What follows belongs to an exercise in optimizing a design on an open flow for small area, a short achievable clock period and few clock cycles per item; a production flow would make more cautious choices.
At most, simulation tests tie the RTL to the original design; equivalence was not proved.

## gcd_coprocessor
module gcd_coprocessor #( parameter W = 32, parameter P = 2 ) (
  input clk,
  input reset,
  input operands_val,
  input [W-1:0] operands_bits_A,
  input [W-1:0] operands_bits_B,
  output operands_rdy,
  output result_val,
  output [W-1:0] result_bits,
  input result_rdy
);
For scale: ~100 I/O pins.
Settings: LEC_CHECK=0, CAP_MARGIN=20, CORE_MARGIN=2, CORE_UTILIZATION=30, SETUP_SLACK_MARGIN=1.0, SLEW_MARGIN=20; clock period 4.0 ns.
run.sh (not shown) runs the stock make flow with config.mk's settings and CLKGATE_MAP_FILE= SYNTH_SCRIPT=/design/flow/synth_recipe.tcl, a recipe that flattens the netlist after the stock synthesis.
Then changed:
SETUP_SLACK_MARGIN = unset   (was 1.0)
=>
- final area goes down by 18%
- worst hold slack degrades by 0.0083 ns
- area after synthesis does not change
- via count goes down by 9.5%
- routed wire length shrinks by 13%
- die area is unchanged
- non-clock buffer count came out lower by 147
- final cell count drops by 8.3%
- first-iteration DRC count decreases by 11%
No run of this note included a check of the RTL's function; only the layout flow was run.

========
lane 1:
gcd_coprocessor, a different RTL version from the one above (not shown whole).
Size in the first run: about 720 cells after synthesis.
==> flow/config.mk <==
export PLATFORM = sky130hd
export DESIGN_NAME = gcd_coprocessor
export DESIGN_NICKNAME = gcd_coprocessor
export VERILOG_FILES = /design/flow/design.v
export SDC_FILE = /design/flow/constraint.sdc
export NUM_CORES = 4
export LEC_CHECK = 0
export CAP_MARGIN = 20
export CORE_MARGIN = 2
export CORE_UTILIZATION = 45
export CTS_BUF_LIST = sky130_fd_sc_hd__clkbuf_8
export SETUP_SLACK_MARGIN = 0.5
export SLEW_MARGIN = 20
==> flow/constraint.sdc <==
create_clock -name core_clock -period 4.0 [get_ports {clk}]
set_input_delay 0.8000 -clock core_clock [delete_from_list [all_inputs] [get_ports {clk}]]
set_output_delay 0.8000 -clock core_clock [all_outputs]
set_load 0.01 [all_outputs]
standard.sh (not shown) runs the stock make flow with config.mk's settings and CLKGATE_MAP_FILE= SYNTH_SCRIPT=/design/flow/synth_recipe.tcl, a recipe that flattens the netlist after the stock synthesis.
==> flow/flow/run.sh <==
#!/bin/bash
# The standard layout (the standard.sh, all ORFS steps), with the port
# buffers that ORFS's buffer_ports adds made of sky130_fd_sc_hd__buf_1.
# Every port still gets its own buffer; the resizer may upsize them.
# make's full output goes to standard.log; ORFS's per-step logs are under
# orfs/logs/.
set -euo pipefail
export BUFFER_PORTS_ARGS="-buffer_cell sky130_fd_sc_hd__buf_1"
bash standard.sh > standard.log 2>&1
Testbench counts of lane 1, summed over its fixed seeds: cycles 107,856, items 4,800.
Relative to lane 1, the following input files were edited for lane 2:
Settings: SETUP_SLACK_MARGIN now 0.6, was 0.5; CORE_UTILIZATION now 65, was 45.
==> summary.txt <==
For the fraction of met2 tracks used by global routing, lane 2 came in 19 points higher than lane 1 did. [lane 2 vs lane 1] total wire length: lower in lane 2. Between lane 2 and lane 1, it is lane 2 whose minimum clock period is lower, by 120 ps. Later-pin clock latency in the skew report in lane 2 is 20 ps lower than in lane 1.

========
v28:
Starting RTL as in the previous note.
Settings: LEC_CHECK=0, CAP_MARGIN=20, CORE_MARGIN=2, CORE_UTILIZATION=80, CTS_BUF_LIST=sky130_fd_sc_hd__clkbuf_8, SETUP_SLACK_MARGIN=0.5, SLEW_MARGIN=20; clock period 4.0 ns.
Scripts as last shown in full above: flow/flow/run.sh
v28: full flow OK, the timing, DRC and antenna checks passed
Testbench counts of v28, summed over its fixed seeds: cycles 107,856, items 4,800.
diff inputs: v28 => v4
- CORE_UTILIZATION: 80 -> 65
- SETUP_SLACK_MARGIN: 0.5 -> unset
v4 vs. v28: effective utilization at floorplan shrank by 15 points; delay of the slowest cell on the worst path grew by 0.04 ns; area growth from synthesis to final layout held steady.
Diff v28 -> v4 | core outline area | up by more than 10%
Looking at slowest cell on the critical path, the sky130_fd_sc_hd__o41ai_1 result is from v4; the sky130_fd_sc_hd__ha_1 one comes from v28.
Post-route cell area essentially unchanged between v4 and v28.
Between v28 and v4, the difference in sequential share of layout area is negligible.

## re-timing with driven ports
Ports are ideal in the flow. The routed layouts listed here were re-timed in OpenROAD.
Step 1 assumes that a clkbuf_16 drives the clock port and a buf_2 every other input.
Step 2, shift: input delay + t, output delay - t, t = (earliest + latest rising clock arrival at the registers) / 2. This alone moves slack from input paths to output paths.
Slacks: no drivers / after step 1 / after step 2; pairs: no drivers / after step 1.
run	t (ns)	setup WS [ns]	hold slack, ns	worst setup path at the end	pins driven straight from the clock port
the first run of note 1	0.406	0.774 / 0.774 / 0.717	0.533 / 0.533 / 0.533	input to register	1
the second run of note 1	0.391	0.141 / 0.096 / 0.330	0.525 / 0.525 / 0.525	register to register	1
lane 1	0.413	0.540 / 0.540 / 0.540	0.535 / 0.535 / 0.535	register to register	1
lane 2	0.395	0.663 / 0.663 / 0.663	0.536 / 0.536 / 0.536	register to register	1
v28	0.406	0.498 / 0.498 / 0.498	0.534 / 0.534 / 0.534	register to register	1
v4	0.401	0.369 / 0.369 / 0.369	0.523 / 0.523 / 0.523	register to register	1
After both steps every run listed still meets setup and hold. The setup slack of the first run of note 1, which loses most, moves by 0.000 ns with the drivers and by -0.057 ns with both steps.
